Source: an optimization exercise on an open RTL-to-GDS flow (aim: small area, a short achievable clock period and few clock cycles). Production flows keep margins and buffers that such runs may drop.
RTL that was checked went through simulation tests only; none was proved equivalent to the original.
Function not checked in runs 1 and 2: the RTL went through the layout flow alone.

<file path="flow/design.v">
module cordic_core (
    input  wire         clk,
    input  wire         rst,
    input  wire         bus_write,
    input  wire         bus_read,
    input  wire [5:0]   addr,
    input  wire [31:0]  wdata,
    output reg  [31:0]  rdata,
    output reg          done
);
    wire d0 = ~wdata[31];
    wire d1 = d0 ? ($signed(wdata) >= 32'sd536870912) : ($signed(wdata) >= -32'sd536870912);
    wire [31:0] pm = ({d1, d0} == 2'd0) ? 32'd3441162979 : ({d1, d0} == 2'd1) ? 32'd219937507 : ({d1, d0} == 2'd2) ? 32'd4075029789 : 32'd853804317;
    wire [15:0] xm = ({d1, d0} == 2'd0) ? 16'h26d9 : ({d1, d0} == 2'd1) ? 16'h748b : ({d1, d0} == 2'd2) ? 16'h748b : 16'h26d9;
    wire [15:0] ym = ({d1, d0} == 2'd0) ? 16'h8b75 : ({d1, d0} == 2'd1) ? 16'h26d9 : ({d1, d0} == 2'd2) ? 16'hd927 : 16'h748b;
    wire [31:0] zm = wdata - pm;
    reg [15:0] xr, yr;
    reg [31:0] zr;
    reg [2:0]  cnt;       
    reg        busy;
    wire e0 = ~zr[31];
    reg [31:0] tp;
    always @(*) begin
        case (cnt)
            3'd0: tp = 32'd167458907;
            3'd1: tp = 32'd42667331;
            3'd2: tp = 32'd10679838;
            3'd3: tp = 32'd2670163;
            3'd4: tp = 32'd667544;
            3'd5: tp = 32'd166886;
            3'd6: tp = 32'd41721;
            default: tp = 32'd0;
        endcase
    end
    reg [31:0] tn;
    always @(*) begin
        case (cnt)
            3'd0: tn = 32'd4127508389;
            3'd1: tn = 32'd4252299965;
            3'd2: tn = 32'd4284287458;
            3'd3: tn = 32'd4292297133;
            3'd4: tn = 32'd4294299752;
            3'd5: tn = 32'd4294800410;
            3'd6: tn = 32'd4294925575;
            default: tn = 32'd0;
        endcase
    end
    wire e1 = e0 ? ($signed(zr) >= $signed(tp)) : ($signed(zr) >= $signed(tn));
    reg [31:0] zp;
    always @(*) begin
        case ({cnt, e1, e0})
            5'd0: zp = 32'd4042503633;
            5'd1: zp = 32'd82454151;
            5'd2: zp = 32'd4212513145;
            5'd3: zp = 32'd252463663;
            5'd4: zp = 32'd4230945500;
            5'd5: zp = 32'd21312866;
            5'd6: zp = 32'd4273654430;
            5'd7: zp = 32'd64021796;
            5'd8: zp = 32'd4278947213;
            5'd9: zp = 32'd5339593;
            5'd10: zp = 32'd4289627703;
            5'd11: zp = 32'd16020083;
            5'd12: zp = 32'd4290962047;
            5'd13: zp = 32'd1335077;
            5'd14: zp = 32'd4293632219;
            5'd15: zp = 32'd4005249;
            5'd16: zp = 32'd4293965980;
            5'd17: zp = 32'd333772;
            5'd18: zp = 32'd4294633524;
            5'd19: zp = 32'd1001316;
            5'd20: zp = 32'd4294716967;
            5'd21: zp = 32'd83443;
            5'd22: zp = 32'd4294883853;
            5'd23: zp = 32'd250329;
            5'd24: zp = 32'd4294904715;
            5'd25: zp = 32'd20861;
            5'd26: zp = 32'd4294946435;
            5'd27: zp = 32'd62581;
            default: zp = 32'd0;
        endcase
    end
    wire [31:0] zn = zr - zp;
    reg [15:0] sx0;
    always @(*) begin
        case (cnt)
            3'd0: sx0 = $signed(xr) >>> 2;
            3'd1: sx0 = $signed(xr) >>> 4;
            3'd2: sx0 = $signed(xr) >>> 6;
            3'd3: sx0 = $signed(xr) >>> 8;
            3'd4: sx0 = $signed(xr) >>> 10;
            3'd5: sx0 = $signed(xr) >>> 12;
            3'd6: sx0 = $signed(xr) >>> 14;
            default: sx0 = 16'd0;
        endcase
    end
    reg [15:0] sy0;
    always @(*) begin
        case (cnt)
            3'd0: sy0 = $signed(yr) >>> 2;
            3'd1: sy0 = $signed(yr) >>> 4;
            3'd2: sy0 = $signed(yr) >>> 6;
            3'd3: sy0 = $signed(yr) >>> 8;
            3'd4: sy0 = $signed(yr) >>> 10;
            3'd5: sy0 = $signed(yr) >>> 12;
            3'd6: sy0 = $signed(yr) >>> 14;
            default: sy0 = 16'd0;
        endcase
    end
    reg [15:0] sx1;
    always @(*) begin
        case (cnt)
            3'd0: sx1 = $signed(xr) >>> 3;
            3'd1: sx1 = $signed(xr) >>> 5;
            3'd2: sx1 = $signed(xr) >>> 7;
            3'd3: sx1 = $signed(xr) >>> 9;
            3'd4: sx1 = $signed(xr) >>> 11;
            3'd5: sx1 = $signed(xr) >>> 13;
            3'd6: sx1 = $signed(xr) >>> 15;
            default: sx1 = 16'd0;
        endcase
    end
    reg [15:0] sy1;
    always @(*) begin
        case (cnt)
            3'd0: sy1 = $signed(yr) >>> 3;
            3'd1: sy1 = $signed(yr) >>> 5;
            3'd2: sy1 = $signed(yr) >>> 7;
            3'd3: sy1 = $signed(yr) >>> 9;
            3'd4: sy1 = $signed(yr) >>> 11;
            3'd5: sy1 = $signed(yr) >>> 13;
            3'd6: sy1 = $signed(yr) >>> 15;
            default: sy1 = 16'd0;
        endcase
    end
    reg [15:0] sx2;
    always @(*) begin
        case (cnt)
            3'd0: sx2 = $signed(xr) >>> 5;
            3'd1: sx2 = $signed(xr) >>> 9;
            3'd2: sx2 = $signed(xr) >>> 13;
            3'd3: sx2 = $signed(xr) >>> 15;
            3'd4: sx2 = $signed(xr) >>> 15;
            3'd5: sx2 = $signed(xr) >>> 15;
            3'd6: sx2 = $signed(xr) >>> 15;
            default: sx2 = 16'd0;
        endcase
    end
    reg [15:0] sy2;
    always @(*) begin
        case (cnt)
            3'd0: sy2 = $signed(yr) >>> 5;
            3'd1: sy2 = $signed(yr) >>> 9;
            3'd2: sy2 = $signed(yr) >>> 13;
            3'd3: sy2 = $signed(yr) >>> 15;
            3'd4: sy2 = $signed(yr) >>> 15;
            3'd5: sy2 = $signed(yr) >>> 15;
            3'd6: sy2 = $signed(yr) >>> 15;
            default: sy2 = 16'd0;
        endcase
    end
    reg [15:0] lm;
    always @(*) begin
        case (cnt)
            3'd0: lm = 16'h0007;
            3'd1: lm = 16'h001f;
            3'd2: lm = 16'h007f;
            3'd3: lm = 16'h01ff;
            3'd4: lm = 16'h07ff;
            3'd5: lm = 16'h1fff;
            3'd6: lm = 16'h7fff;
            default: lm = 16'd0;
        endcase
    end
    wire [15:0] m0 = {16{e0}}, m1 = {16{e1}};
    wire [15:0] vx = sy0 ^ m0;           
    wire [15:0] vy = sx0 ^ ~m0;          
    wire [16:0] lx = {1'b0, xr & lm} + {1'b0, vx & lm} + {16'b0, e0};
    wire [16:0] ly = {1'b0, yr & lm} + {1'b0, vy & lm} + {16'b0, ~e0};
    reg [0:0] cx;
    always @(*) begin
        case (cnt)
            3'd0: cx = lx[3];
            3'd1: cx = lx[5];
            3'd2: cx = lx[7];
            3'd3: cx = lx[9];
            3'd4: cx = lx[11];
            3'd5: cx = lx[13];
            3'd6: cx = lx[15];
            default: cx = 1'd0;
        endcase
    end
    reg [0:0] cy;
    always @(*) begin
        case (cnt)
            3'd0: cy = ly[3];
            3'd1: cy = ly[5];
            3'd2: cy = ly[7];
            3'd3: cy = ly[9];
            3'd4: cy = ly[11];
            3'd5: cy = ly[13];
            3'd6: cy = ly[15];
            default: cy = 1'd0;
        endcase
    end
    wire [15:0] ax = sy1 ^ m1, bx = sx2 ^ ~m0 ^ m1;
    wire [15:0] ay = sx1 ^ ~m1, by = sy2 ^ m0 ^ ~m1;
    wire [15:0] xs1 = xr ^ vx ^ ax;
    wire [15:0] xc1 = {(xr[14:0] & vx[14:0]) | (xr[14:0] & ax[14:0]) | (vx[14:0] & ax[14:0]), e0};
    wire [15:0] xs2 = xs1 ^ xc1 ^ bx;
    wire [15:0] xc2 = {(xs1[14:0] & xc1[14:0]) | (xs1[14:0] & bx[14:0]) | (xc1[14:0] & bx[14:0]), e1};
    wire xci = cy ^ e1;
    wire [16:0] xt = {xs2, xci} + {xc2, xci};
    wire [15:0] xn = xt[16:1];
    wire [15:0] ys1 = yr ^ vy ^ ay;
    wire [15:0] yc1 = {(yr[14:0] & vy[14:0]) | (yr[14:0] & ay[14:0]) | (vy[14:0] & ay[14:0]), ~e0};
    wire [15:0] ys2 = ys1 ^ yc1 ^ by;
    wire [15:0] yc2 = {(ys1[14:0] & yc1[14:0]) | (ys1[14:0] & by[14:0]) | (yc1[14:0] & by[14:0]), ~e1};
    wire yci = cx ^ ~e1;
    wire [16:0] yt = {ys2, yci} + {yc2, yci};
    wire [15:0] yn = yt[16:1];
    wire start = bus_write && (addr == 6'h04);
    always @(posedge clk) begin
        if (start) begin
            xr <= xm; yr <= ym; zr <= zm; cnt <= 3'd0;
        end else if (busy) begin
            xr <= xn; yr <= yn; zr <= zn; cnt <= cnt + 3'd1;
        end
    end
    always @(posedge clk) begin
        if (rst) begin
            busy <= 1'b0; done <= 1'b0;
        end else if (start) begin
            busy <= 1'b1; done <= 1'b0;
        end else if (busy) begin
            if (cnt == 3'd6) begin busy <= 1'b0; done <= 1'b1; end
        end else begin
            done <= done & bus_write;
        end
    end
    wire sel_xy = ~addr[5] & ~addr[4] & addr[3] & ~addr[1] & ~addr[0];
    wire sel_ct = ~addr[5] & ~addr[4] & ~addr[3] & ~addr[2] & ~addr[1] & ~addr[0];
    wire [15:0] rv = addr[2] ? yr : xr;
    always @(*) begin
        rdata = {{16{sel_xy & rv[15]}}, {16{sel_xy}} & rv};
        rdata[0] = (sel_xy & rv[0]) | (sel_ct & done);
    end
endmodule
</file>
<file path="flow/run.sh">
#!/bin/bash
# synth_recipe.tcl (not shown) runs the flow's synth.tcl, then flattens the netlist and writes it again
# the make line also repeats each setting of config.mk as NAME=value (left out here)
make -C /OpenROAD-flow-scripts/flow DESIGN_CONFIG=/design/flow/config.mk WORK_HOME=/design/flow/orfs CLKGATE_MAP_FILE= SYNTH_SCRIPT=/design/flow/synth_recipe.tcl finish
</file>
<file path="flow/config.mk">
export PLATFORM = sky130hd
export DESIGN_NAME = cordic_core
export DESIGN_NICKNAME = cordic_core
export VERILOG_FILES = /design/flow/design.v
export SDC_FILE = /design/flow/constraint.sdc
export NUM_CORES = 4
export LEC_CHECK = 0
export ABC_AREA = 1
export CAP_MARGIN = 20
export CORE_MARGIN = 2
export CORE_UTILIZATION = 40
export SETUP_SLACK_MARGIN = 5.0
export SLEW_MARGIN = 20
</file>
<file path="flow/constraint.sdc">
create_clock -name core_clock -period 10.0 [get_ports {clk}]
set_input_delay 2.0000 -clock core_clock [delete_from_list [all_inputs] [get_ports {clk}]]
set_output_delay 2.0000 -clock core_clock [all_outputs]
set_load 0.01 [all_outputs]
</file>
==> results.sh, run 1 <==
export IMPL_antenna_found_initial=0
export IMPL_syn_cell_area_um2=14900
export IMPL_slew_headroom_pct=42.6
export IMPL_drv_slew=0
export IMPL_hold_class="reg -> reg"
export IMPL_syn_to_final_growth_pct=39.2
export IMPL_hold_violations=0
export IMPL_grtUsageTotal_pct=29.9
export IMPL_chipWidth_um=197
export IMPL_arrival_ns=6.23
export IMPL_synth_cells=2222
export IMPL_setup_tns_final_ns=0
export IMPL_hold_buffers=0
export IMPL_first_pass_iters=6
export IMPL_async_flop_share_pct=0
export IMPL_synth_edf_count=64
export IMPL_slowest_delay_ns=0.39
export IMPL_layout_drive_gt1_share_pct=27.5
export IMPL_yosys_warnings=1
export IMPL_route_detailed_drc=0
export IMPL_grt_max_degree=62
export IMPL_setup_worst_path_end_class="register"
export IMPL_path_max_fanout=5
export IMPL_cts_buffer_depth=2
export IMPL_placed_cells=2712
export IMPL_synth_top_cell_area_share_pct=16.6
export IMPL_min_period_over_period_pct=61.1
export IMPL_grt_pass1_vias=16100
export IMPL_cp_required_ns=10.11
export IMPL_cts_root_buffer="clkbuf_16"
export IMPL_num_rows=70
export IMPL_clock_latency_ns=0.36
export IMPL_dp_slack_ns=1.95
export IMPL_yosysSeqAreaShare_pct=13.6
export IMPL_final_nets=2740
export IMPL_start_util_pct=40.6
export IMPL_vias_per_cell=5.60
export IMPL_syn_nets=2523
export IMPL_ios=75
export IMPL_ys_flop_type="edfxtp_1"
export IMPL_slowest_stage="dfxtp_4"
export IMPL_reg2reg_from="cnt[1]"
export IMPL_cts_tree="built"
export IMPL_start_kind="register"
export IMPL_ys_ff_latch=69
export IMPL_final_cells=2911
export IMPL_ys_types=54
export IMPL_die_y_um=197
export IMPL_fmax_ghz=0.164
export IMPL_status="timing/DRC/antenna clean"
export IMPL_via_count=16300
export IMPL_drt_iter0_drc=1229
export IMPL_finalClockSkew_ns=0.00999
export IMPL_numCtsBuffers=9
export IMPL_hold_start="done"
export IMPL_clkTransAtPathRegs_ns=0.07
export IMPL_wl_mm=57.7
export IMPL_worstSetupPathType="reg -> reg"
export IMPL_core_um2=36600
export IMPL_setup_viol=0
export IMPL_gp_congestion=0.947
export IMPL_io_buffer_count=73
export IMPL_path_common_cell="nand2_2"
export IMPL_post_drt_wl_per_cell_um=19.8
export IMPL_utilization_pct=56.6
export IMPL_cts_sinks=69
export IMPL_period_minus_slack_ns=6.11
export IMPL_die_area_um2=38800
export IMPL_drv_cap=0
export IMPL_grt_pass1_wl_mm=90.0
export IMPL_setup_slack_ns=3.89
export IMPL_rsz0062_at_grt="yes"
export IMPL_n_antenna_cell=0
export IMPL_hpwl_mm=41.6
export IMPL_avgSynthCellArea_um2=6.70
export IMPL_drt_antenna_violating_nets=0
export IMPL_synth_area_leaders="ha_1 (17%), edfxtp_1 (13%), nand2_1 (12%), fa_1 (8.3%), inv_1 (7.0%)"
export IMPL_cp_startpoint="cnt[1]"
export IMPL_grt_overflow=0
export IMPL_yosysTopAreaCell="ha_1"
export IMPL_htree_num_levels=3
export IMPL_tightest_slew_ns=0.861
==> routing by layer <==
layer  track usage, %  part of all wire, %  routed length, um
met5                0                    0                  0
met4             9.91                  3.2               1820
met3             3.58                  6.1               3510
met2             50.0                   46              26700
met1             40.1                   44              25700
==> critical path, delay by kind of cell, from the launching register on <==
kind	cells	cell delay (ns)
AO/OA/AOI/OAI	10	1.42
adder cells (fa/ha/maj)	4	0.86
buffers and inverters	12	1.31
flip-flops	1	0.39
AND/OR/NAND/NOR	17	1.84
==> timing repair <==
item	4_1_cts	5_1_grt
endpoints found under the setup margin	95	91
gates resized for setup	523	181
cloned	12	0
setup buffers	133	39
pin swaps	175	121
==> Yosys cell counts, types with 4 or more instances <==
cell type	number
buf_4	16
nand4_1	25
o21ai_1	14
a211oi_1	17
a31oi_1	9
nor4_1	12
nor2_1	249
o221ai_1	9
fa_1	62
nand3_1	81
o21a_1	14
inv_2	5
o22ai_1	11
edfxtp_1	64
o2111ai_1	9
nand2_1	494
nand3b_1	11
buf_2	9
xor2_1	90
buf_1	6
nor3_1	27
a21boi_0	5
xnor2_1	37
ha_1	197
a21o_1	7
or2_2	9
and2_1	4
a21oi_1	196
nand2_2	9
dfxtp_1	5
o21bai_1	5
a221oi_1	8
o21ai_2	5
o21ai_0	159
inv_1	279
clkbuf_1	32
==> worst paths after layout <==
kind / end / slack [ns] / cells after the start
setup / recovery: zr[16] / 3.89 / 43
hold / removal: done / 0.52 / 2
setup reg to reg: zr[16] / 3.89 / 43
hold reg to reg: done / 0.52 / 2
==> sequential cells by signal, indices dropped and copies added (netlist names) <==
signal  count
zr         32
xr         16
yr         16
cnt         3
busy        1
done        1
==> logic make-up after synthesis <==
family | count (synthesis) | synth area share [%]
buffers and inverters | 354 | 9.59
xor gates and xnor gates | 127 | 7.48
DFF | 69 | 13.6
muxes | 1 | 0.0673
adders and majority gates | 259 | 24.9
and+or+nand+nor | 934 | 26.3
AOI/OAI and AO/OA | 478 | 18.0
==> final cells by class <==
type                       count  area [um2]
multi-input combinational   1799       13900
clock buffer                   9         225
tap                          468         586
timing repair inverter         1        5.00
timing repair buffer         270        2770
sequential                    69        2030
fill                        3381       15900
inverter                     289        1160
clock inverter                 6        55.1
==> per-stage QoR <==
step,hold slack (ns),area (um2)
floorplan,0.501,15800
global placement,0.503,16800
detailed placement,0.516,16800
CTS,0.523,19800
global route,0.558,20700
finish,0.520,20700
==> layout by cell type, fill, tap and decap left out, types with 54 or more instances in the layout <==
cell type,n
inv_1,245
buf_6,58
nand2_2,60
o21ai_1,54
o21ai_0,86
nand3_1,66
nand2_1,416
a21oi_1,139
edfxtp_1,64
xor2_1,79
ha_1,148
nor2_1,226
buf_4,132
==> run 2: changes to the inputs <==
--- a/flow/config.mk
+++ b/flow/config.mk
@@ -6,5 +6,4 @@
 export NUM_CORES = 4
 export LEC_CHECK = 0
-export ABC_AREA = 1
 export CAP_MARGIN = 20
 export CORE_MARGIN = 2
==> run 2 against run 1 <==
  * Still clean
  * Count of clock-buffer cells in the layout is 3 higher
  * Wire length is 3.2% lower
  * Die area decreased by 1.8%
  * Hold slack improved by 0.033 ns
  * Via count fell by 4.9%
  * Setup slack worse by 0.74 ns
  * Register-to-register slack lost 0.74 ns
  * Core utilization grew 0.40 points
==> results.sh, run 2 <==
export IMPL_cts_buffer_depth=2
export IMPL_gp_congestion=0.965
export IMPL_ys_ff_latch=69
export IMPL_hold_buffers=0
export IMPL_final_nets=2366
export IMPL_grt_use_met3_pct=4.92
export IMPL_final_common_cell="buf_4"
export IMPL_placed_cell_area_um2=16000
export IMPL_grt_pass1_vias=14700
export IMPL_die_area_um2=38100
export IMPL_path_max_fanout=13
export IMPL_syn_to_final_growth_pct=39.5
export IMPL_rsz0062_at_grt="yes"
export IMPL_wl_mm=55.9
export IMPL_async_flop_share_pct=0
export IMPL_status="timing/DRC/antenna clean"
export IMPL_num_rows=69
export IMPL_dp_slack_ns=1.51
export IMPL_ff2ff_path_depth=34
export IMPL_drv_slew=0
export IMPL_avgSynthCellArea_um2=7.99
export IMPL_syn_cell_area_um2=14600
export IMPL_post_drt_wl_per_cell_um=22.1
export IMPL_final_area_um2=20400
export IMPL_cp_required_ns=10.24
export IMPL_setup_tns_final_ns=0
export IMPL_setup_viol=0
export IMPL_synth_most_common_cell="ha_1"
export IMPL_ios=75
export IMPL_first_pass_iters=10
export IMPL_ys_types=81
export IMPL_vias_per_cell=6.13
export IMPL_grtUsageTotal_pct=28.1
export IMPL_layout_drive_gt1_share_pct=30.0
export IMPL_htree_num_levels=3
export IMPL_chipWidth_um=195
export IMPL_setup_slack_ns=3.14
export IMPL_cts_root_buffer="clkbuf_16"
export IMPL_fin_hold_ws_ns=0.553
export IMPL_synth_area_leaders="ha_1 (17%), edfxtp_1 (13%), fa_1 (8.5%), xnor2_1 (6.5%), a21oi_1 (4.9%)"
export IMPL_worstSetupPathType="reg -> reg"
export IMPL_num_fill_cells=3141
export IMPL_hpwl_mm=37.5
export IMPL_layout_common_cells="buf_4 (184), ha_1 (158), nor2_1 (153)"
export IMPL_hold_class="reg -> reg"
export IMPL_min_period_over_period_pct=68.6
export IMPL_synth_top_cell_area_share_pct=16.9
export IMPL_hold_violations=0
export IMPL_start_kind="register"
export IMPL_io_buffer_count=73
export IMPL_die_y_um=195
export IMPL_numCtsBuffers=9
export IMPL_synth_edf_count=64
export IMPL_grt_pass1_wl_mm=83.9
export IMPL_cts_sinks=69
export IMPL_hold_start="done"
export IMPL_fmax_ghz=0.146
export IMPL_grt_max_degree=60
export IMPL_start_util_pct=40.9
export IMPL_critPathCapture="zr[30]"
export IMPL_drt_antenna_violating_nets=0
export IMPL_synth_cells=1827
export IMPL_yosysSeqAreaShare_pct=13.8
export IMPL_drv_cap=0
export IMPL_slowest_stage="or4_4"
export IMPL_arrival_ns=7.09
export IMPL_setup_worst_path_end_class="register"
export IMPL_period_minus_slack_ns=6.86
export IMPL_top_usage_layer="met2"
export IMPL_multiInputGateArea_um2=13800
export IMPL_met1_usage_pct=39.0
export IMPL_largest_register="zr"
export IMPL_drt_iter0_drc=1367
export IMPL_use_met2_pct=44.2
export IMPL_reg2reg_from="cnt[0]"
export IMPL_top_regs="zr (32), xr (16), yr (16)"
export IMPL_yosys_warnings=1
export IMPL_grt_overflow=0
export IMPL_core_um2=35700
export IMPL_utilization_pct=57.0
export IMPL_synth_commonest_cells="ha_1 (197), nor2_1 (182), a21oi_1 (142)"
export IMPL_clock_latency_ns=0.38
export IMPL_cp_startpoint="cnt[0]"
export IMPL_antenna_found_initial=2
export IMPL_tightest_slew_ns=1.02
export IMPL_clkTransAtPathRegs_ns=0.06
export IMPL_seq_area_um2=2030
export IMPL_r2r_end="zr[30]"
export IMPL_route_detailed_drc=0
export IMPL_via_count=15500
export IMPL_cts_tree="built"
export IMPL_ff2ff_setup_slack_ns=3.14
export IMPL_syn_nets=2128
export IMPL_ys_flop_type="edfxtp_1"
export IMPL_yosysTopAreaCell="ha_1"
export IMPL_largest_reg_flops=32
export IMPL_slew_headroom_pct=31.6
export IMPL_slowest_delay_ns=0.58
export IMPL_finalClockSkew_ns=0.0111
## run 2: how the worst min path moves through the flow
stage	slack [ns]	end	cells after the start
6_report	0.55	done	2
2_1_floorplan	0.51	done	2
4_1_cts	0.54	done	2
3_3_place_gp	0.50	done	2
3_5_place_dp	0.52	done	2
5_1_grt	0.59	done	2
## run 2: timing repair
action	CTS	global route
gates cloned	7	0
setup buffers	152	68
setup endpoints to repair	95	95
pin swaps	153	130
resized for setup	455	208
## run 2: per-layer routing
metal | share of wire, % | wire (um)
met1 | 44 | 24400
met2 | 45 | 25000
met3 | 8.3 | 4670
met4 | 3.3 | 1830
met5 | 0.023 | 13
## run 2: final cells by class
type                            count  share of cell area, %
Clock buffer                       12                   1.16
Antenna cell                        1                 0.0123
Timing Repair inverter              1                 0.0307
Tap cell                          461                   2.83
Timing Repair Buffer              326                   15.5
Multi-Input combinational cell   1545                   67.9
Clock inverter                      3                  0.184
Sequential cell                    69                   9.97
Inverter                          113                   2.37
## run 2: stage by stage
step	instances
6_report	2531
5_1_grt	2531
4_1_cts	2461
3_5_place_dp	2287
3_3_place_gp	2287
2_1_floorplan	1827
## run 2: critical path, delay by kind of cell (launching register included)
kind            cells  cell delay [ns]
compound gates     13             2.33
fa+ha+maj           4             0.94
buf+inv             4             0.43
flops               1             0.40
mux                 1             0.08
simple gates       12             2.52
## run 2: cell families after synthesis
family	Yosys count	share of synthesized area [%]
AOI/OAI and AO/OA	560	25.5
xor gates and xnor gates	153	9.18
adders and majority gates	259	25.4
buffers and inverters	214	6.01
DFF	69	13.8
muxes	34	2.40
and+or+nand+nor	538	17.6
==> run 3: changes to the inputs <==
--- a/flow/design.v
+++ b/flow/design.v
@@ -10,5 +10,5 @@
 );
     wire d0 = ~wdata[31];
-    wire d1 = d0 ? ($signed(wdata) >= 32'sd536870912) : ($signed(wdata) >= -32'sd536870912);
+    wire d1 = d0 ? (wdata[30] | wdata[29]) : (wdata[30] & wdata[29]);
     wire [31:0] pm = ({d1, d0} == 2'd0) ? 32'd3441162979 : ({d1, d0} == 2'd1) ? 32'd219937507 : ({d1, d0} == 2'd2) ? 32'd4075029789 : 32'd853804317;
     wire [15:0] xm = ({d1, d0} == 2'd0) ? 16'h26d9 : ({d1, d0} == 2'd1) ? 16'h748b : ({d1, d0} == 2'd2) ? 16'h748b : 16'h26d9;
@@ -46,5 +46,5 @@
         endcase
     end
-    wire e1 = e0 ? ($signed(zr) >= $signed(tp)) : ($signed(zr) >= $signed(tn));
+    wire e1 = e0 ? ({~zr[31], zr[30:0]} >= {~tp[31], tp[30:0]}) : ({~zr[31], zr[30:0]} >= {~tn[31], tn[30:0]});
     reg [31:0] zp;
     always @(*) begin
@@ -85,11 +85,11 @@
     always @(*) begin
         case (cnt)
-            3'd0: sx0 = $signed(xr) >>> 2;
-            3'd1: sx0 = $signed(xr) >>> 4;
-            3'd2: sx0 = $signed(xr) >>> 6;
-            3'd3: sx0 = $signed(xr) >>> 8;
-            3'd4: sx0 = $signed(xr) >>> 10;
-            3'd5: sx0 = $signed(xr) >>> 12;
-            3'd6: sx0 = $signed(xr) >>> 14;
+            3'd0: sx0 = {{2{xr[15]}}, xr[15:2]};
+            3'd1: sx0 = {{4{xr[15]}}, xr[15:4]};
+            3'd2: sx0 = {{6{xr[15]}}, xr[15:6]};
+            3'd3: sx0 = {{8{xr[15]}}, xr[15:8]};
+            3'd4: sx0 = {{10{xr[15]}}, xr[15:10]};
+            3'd5: sx0 = {{12{xr[15]}}, xr[15:12]};
+            3'd6: sx0 = {{14{xr[15]}}, xr[15:14]};
             default: sx0 = 16'd0;
         endcase
@@ -98,11 +98,11 @@
     always @(*) begin
         case (cnt)
-            3'd0: sy0 = $signed(yr) >>> 2;
-            3'd1: sy0 = $signed(yr) >>> 4;
-            3'd2: sy0 = $signed(yr) >>> 6;
-            3'd3: sy0 = $signed(yr) >>> 8;
-            3'd4: sy0 = $signed(yr) >>> 10;
-            3'd5: sy0 = $signed(yr) >>> 12;
-            3'd6: sy0 = $signed(yr) >>> 14;
+            3'd0: sy0 = {{2{yr[15]}}, yr[15:2]};
+            3'd1: sy0 = {{4{yr[15]}}, yr[15:4]};
+            3'd2: sy0 = {{6{yr[15]}}, yr[15:6]};
+            3'd3: sy0 = {{8{yr[15]}}, yr[15:8]};
+            3'd4: sy0 = {{10{yr[15]}}, yr[15:10]};
+            3'd5: sy0 = {{12{yr[15]}}, yr[15:12]};
+            3'd6: sy0 = {{14{yr[15]}}, yr[15:14]};
             default: sy0 = 16'd0;
         endcase
@@ -111,11 +111,11 @@
     always @(*) begin
         case (cnt)
-            3'd0: sx1 = $signed(xr) >>> 3;
-            3'd1: sx1 = $signed(xr) >>> 5;
-            3'd2: sx1 = $signed(xr) >>> 7;
-            3'd3: sx1 = $signed(xr) >>> 9;
-            3'd4: sx1 = $signed(xr) >>> 11;
-            3'd5: sx1 = $signed(xr) >>> 13;
-            3'd6: sx1 = $signed(xr) >>> 15;
+            3'd0: sx1 = {{3{xr[15]}}, xr[15:3]};
+            3'd1: sx1 = {{5{xr[15]}}, xr[15:5]};
+            3'd2: sx1 = {{7{xr[15]}}, xr[15:7]};
+            3'd3: sx1 = {{9{xr[15]}}, xr[15:9]};
+            3'd4: sx1 = {{11{xr[15]}}, xr[15:11]};
+            3'd5: sx1 = {{13{xr[15]}}, xr[15:13]};
+            3'd6: sx1 = {{15{xr[15]}}, xr[15:15]};
             default: sx1 = 16'd0;
         endcase
@@ -124,11 +124,11 @@
     always @(*) begin
         case (cnt)
-            3'd0: sy1 = $signed(yr) >>> 3;
-            3'd1: sy1 = $signed(yr) >>> 5;
-            3'd2: sy1 = $signed(yr) >>> 7;
-            3'd3: sy1 = $signed(yr) >>> 9;
-            3'd4: sy1 = $signed(yr) >>> 11;
-            3'd5: sy1 = $signed(yr) >>> 13;
-            3'd6: sy1 = $signed(yr) >>> 15;
+            3'd0: sy1 = {{3{yr[15]}}, yr[15:3]};
+            3'd1: sy1 = {{5{yr[15]}}, yr[15:5]};
+            3'd2: sy1 = {{7{yr[15]}}, yr[15:7]};
+            3'd3: sy1 = {{9{yr[15]}}, yr[15:9]};
+            3'd4: sy1 = {{11{yr[15]}}, yr[15:11]};
+            3'd5: sy1 = {{13{yr[15]}}, yr[15:13]};
+            3'd6: sy1 = {{15{yr[15]}}, yr[15:15]};
             default: sy1 = 16'd0;
         endcase
@@ -137,11 +137,11 @@
     always @(*) begin
         case (cnt)
-            3'd0: sx2 = $signed(xr) >>> 5;
-            3'd1: sx2 = $signed(xr) >>> 9;
-            3'd2: sx2 = $signed(xr) >>> 13;
-            3'd3: sx2 = $signed(xr) >>> 15;
-            3'd4: sx2 = $signed(xr) >>> 15;
-            3'd5: sx2 = $signed(xr) >>> 15;
-            3'd6: sx2 = $signed(xr) >>> 15;
+            3'd0: sx2 = {{5{xr[15]}}, xr[15:5]};
+            3'd1: sx2 = {{9{xr[15]}}, xr[15:9]};
+            3'd2: sx2 = {{13{xr[15]}}, xr[15:13]};
+            3'd3: sx2 = {{15{xr[15]}}, xr[15:15]};
+            3'd4: sx2 = {{15{xr[15]}}, xr[15:15]};
+            3'd5: sx2 = {{15{xr[15]}}, xr[15:15]};
+            3'd6: sx2 = {{15{xr[15]}}, xr[15:15]};
             default: sx2 = 16'd0;
         endcase
@@ -150,11 +150,11 @@
     always @(*) begin
         case (cnt)
-            3'd0: sy2 = $signed(yr) >>> 5;
-            3'd1: sy2 = $signed(yr) >>> 9;
-            3'd2: sy2 = $signed(yr) >>> 13;
-            3'd3: sy2 = $signed(yr) >>> 15;
-            3'd4: sy2 = $signed(yr) >>> 15;
-            3'd5: sy2 = $signed(yr) >>> 15;
-            3'd6: sy2 = $signed(yr) >>> 15;
+            3'd0: sy2 = {{5{yr[15]}}, yr[15:5]};
+            3'd1: sy2 = {{9{yr[15]}}, yr[15:9]};
+            3'd2: sy2 = {{13{yr[15]}}, yr[15:13]};
+            3'd3: sy2 = {{15{yr[15]}}, yr[15:15]};
+            3'd4: sy2 = {{15{yr[15]}}, yr[15:15]};
+            3'd5: sy2 = {{15{yr[15]}}, yr[15:15]};
+            3'd6: sy2 = {{15{yr[15]}}, yr[15:15]};
             default: sy2 = 16'd0;
         endcase
--- a/flow/config.mk
+++ b/flow/config.mk
@@ -6,4 +6,5 @@
 export NUM_CORES = 4
 export LEC_CHECK = 0
+export ABC_AREA = 1
 export CAP_MARGIN = 20
 export CORE_MARGIN = 2
==> run 3 against run 2 <==
  * Area after synthesis up 1.8%
  * Still clean on timing, DRC and antenna
  * Critical path depth down 4
  * First-iteration DRC count down 8.6%
  * Wire length up 1.9%
  * Die area up 1.7%
  * Critical endpoint is now xr[15]
  * Flip-flop and latch count unchanged
  * Hold slack worse by 0.0078 ns
  * Count of clock-buffer cells in the layout down 1
  * Core utilization down 2.4 points
  * Clock skew about the same
==> results.sh, run 3 <==
export IMPL_die_area_um2=38700
export IMPL_setup_viol=0
export IMPL_path_max_fanout=8
export IMPL_top_regs="zr (32), xr (16), yr (16)"
export IMPL_wl_mm=57.0
export IMPL_avgSynthCellArea_um2=6.68
export IMPL_worstSetupPathType="reg -> reg"
export IMPL_placed_cells=2711
export IMPL_ys_flop_type="edfxtp_1"
export IMPL_hpwl_mm=41.3
export IMPL_synth_area_leaders="ha_1 (16%), edfxtp_1 (13%), nand2_1 (12%), fa_1 (8.4%), inv_1 (7.7%)"
export IMPL_io_buffer_count=73
export IMPL_cp_startpoint="cnt[1]"
export IMPL_wl_met2_mm=25.7
export IMPL_cts_tree="built"
export IMPL_grt_pass1_vias=15500
export IMPL_fin_hold_ws_ns=0.545
export IMPL_num_rows=70
export IMPL_final_common_cell="nand2_1"
export IMPL_ff2ff_setup_slack_ns=4.18
export IMPL_syn_to_final_growth_pct=34.4
export IMPL_grt_max_degree=56
export IMPL_grtUsageTotal_pct=28.9
export IMPL_dr_wl_met3_mm=3.70
export IMPL_grt_pass1_wl_mm=86.7
export IMPL_finalClockSkew_ns=0.0110
export IMPL_first_pass_iters=5
export IMPL_clock_latency_ns=0.36
export IMPL_hold_start="done"
export IMPL_drv_cap=0
export IMPL_route_detailed_drc=0
export IMPL_synth_commonest_cells="nand2_1 (483), inv_1 (303), nor2_1 (256)"
export IMPL_slew_headroom_pct=36.4
export IMPL_final_cells=2919
export IMPL_syn_cell_area_um2=14900
export IMPL_reg2reg_from="cnt[1]"
export IMPL_cts_buffer_depth=2
export IMPL_hold_violations=0
export IMPL_arrival_ns=5.93
export IMPL_vias_per_cell=5.58
export IMPL_cts_sinks=69
export IMPL_setup_worst_path_end_class="register"
export IMPL_n_antenna_cell=0
export IMPL_synth_cells=2223
export IMPL_drt_iter0_drc=1250
export IMPL_final_nets=2745
export IMPL_ios=75
export IMPL_syn_nets=2522
export IMPL_yosys_warnings=1
export IMPL_synth_top_cell_area_share_pct=16.4
export IMPL_chipWidth_um=197
export IMPL_gp_congestion=0.930
export IMPL_cts_root_buffer="clkbuf_16"
export IMPL_drt_antenna_violating_nets=0
export IMPL_dp_slack_ns=1.88
export IMPL_synth_most_common_cell="nand2_1"
export IMPL_layout_drive_gt1_share_pct=23.9
export IMPL_cp_required_ns=10.11
export IMPL_via_count=16300
export IMPL_clkTransAtPathRegs_ns=0.07
export IMPL_start_kind="register"
export IMPL_die_y_um=197
export IMPL_ys_ff_latch=69
export IMPL_tightest_slew_ns=0.948
export IMPL_core_um2=36600
export IMPL_ys_types=59
export IMPL_top_layer_used="met4"
export IMPL_min_period_over_period_pct=58.2
export IMPL_rsz0062_at_grt="yes"
export IMPL_htree_num_levels=3
export IMPL_async_flop_share_pct=0
export IMPL_path_common_cell="a21oi_1"
export IMPL_setup_tns_final_ns=0
export IMPL_period_minus_slack_ns=5.82
export IMPL_layout_common_cells="nand2_1 (443), inv_1 (283), nor2_1 (229)"
export IMPL_fmax_ghz=0.172
export IMPL_setup_slack_ns=4.18
export IMPL_status="timing/DRC/antenna clean"
export IMPL_numCtsBuffers=9
export IMPL_largest_register="zr"
export IMPL_cp_buffers_inverters=7
export IMPL_synth_edf_count=64
export IMPL_post_drt_wl_per_cell_um=19.5
export IMPL_largest_reg_flops=32
export IMPL_num_fill_cells=3473
export IMPL_yosysTopAreaCell="ha_1"
export IMPL_critical_path_top_delay_family="adder cells"
export IMPL_grt_overflow=0
export IMPL_slowest_stage="fa_1"
export IMPL_drv_slew=0
export IMPL_slowest_delay_ns=0.46
export IMPL_antenna_found_initial=0
export IMPL_hold_class="reg -> reg"
export IMPL_start_util_pct=40.6
export IMPL_yosysSeqAreaShare_pct=13.6
export IMPL_wl_met1_mm=25.5
[run 3: changes by cell type after synthesis, sizes merged, moves of 28 or more]
| cell | before | now |
|---|---|---|
| nand2 | 130 | 500 |
| xnor2 | 109 | 33 |
| xor2 | 44 | 74 |
| nand2b | 31 | 0 |
| o21ai | 117 | 160 |
| a21o | 58 | 10 |
| mux2i | 29 | 1 |
| clkbuf | 64 | 30 |
| inv | 110 | 319 |
| nand3 | 26 | 99 |
| nor2 | 182 | 262 |
| a21oi | 144 | 192 |
[run 3: worst paths after layout]
path / to / depth (start not counted)
setup reg to reg: xr[15] / 30
hold / removal: done / 2
hold reg to reg: done / 2
setup / recovery: xr[15] / 30
[run 3: cell families (layout without fill, tap and decap cells)]
group / Yosys count / count (layout) / synth area share, %
DFF: 69 / 69 / 13.6
AOI/OAI and AO/OA: 470 / 470 / 18.1
buffers and inverters: 383 / 607 / 10.4
xor gates and xnor gates: 107 / 107 / 6.36
and+or+nand+nor: 936 / 940 / 26.7
adders and majority gates: 257 / 257 / 24.8
muxes: 1 / 1 / 0.0674
[run 3: metrics by stage]
step | util (%) | instance area (um2)
after floorplan | - | 15400
after CTS | 51.7 | 18900
after global routing | 54.5 | 20000
after global placement | 44.7 | 16400
final | 54.5 | 20000
after detailed placement | 44.7 | 16400
[run 3: what timing repair did]
action,in CTS,in global routing
setup endpoints to repair,137,135
pin swaps,88,68
hold endpoints to repair,0,0
resized for setup,375,162
buffers inserted,139,45
gates cloned,7,1
hold buffers,0,0
[run 3: layout make-up]
class | count | area, um2 | share of cell area (%)
Multi-Input combinational cell | 1775 | 13100 | 65.7
Timing Repair Buffer | 270 | 2630 | 13.2
Sequential cell | 69 | 2030 | 10.2
Inverter | 321 | 1290 | 6.45
Tap cell | 468 | 586 | 2.93
Clock buffer | 11 | 233 | 1.17
Clock inverter | 5 | 75.1 | 0.376
[run 3: worst min-delay path: stages (launching register included)]
cell and delay, ns:
dfxtp_1 0.34, nor2_1 0.11, nor4_1 0.06
[run 3: metal layers]
| metal | vias up | GRT usage [%] |
|---|---|---|
| li1 | 7857 | - |
| met5 | - | 0 |
| met1 | 7701 | 39.8 |
| met2 | 586 | 46.8 |
| met3 | 136 | 3.85 |
| met4 | 0 | 9.58 |
Testbench counts of run 3, summed over its fixed seeds: cycles 64,000.

static timing again, ports no longer ideal:
The results above use ideal ports. As a check the final layouts listed here were re-extracted and re-timed, cells and wires unchanged.
Step 1 assumes that a clkbuf_16 drives the clock port and a buf_2 every other input.
Step 2 also shifts input and output timing later by t, the mid clock arrival at the registers, as if the neighbouring blocks saw the same clock.
a / b / c = ideal ports / drivers / drivers and shift; a / b = the first two.
run	t (ns)	setup slack, ns	worst data-port slew with drivers (ns)	pins driven straight from the clock port
run 1	0.411	3.887 / 3.887 / 3.612	0.05	1
run 2	0.424	3.142 / 3.142 / 3.012	0.05	1
run 3	0.410	4.180 / 4.180 / 4.010	0.05	1
After both steps setup and hold are still met in every run listed. The setup slack of run 1, which loses most, moves by 0.000 ns with the drivers and by -0.275 ns with both steps.
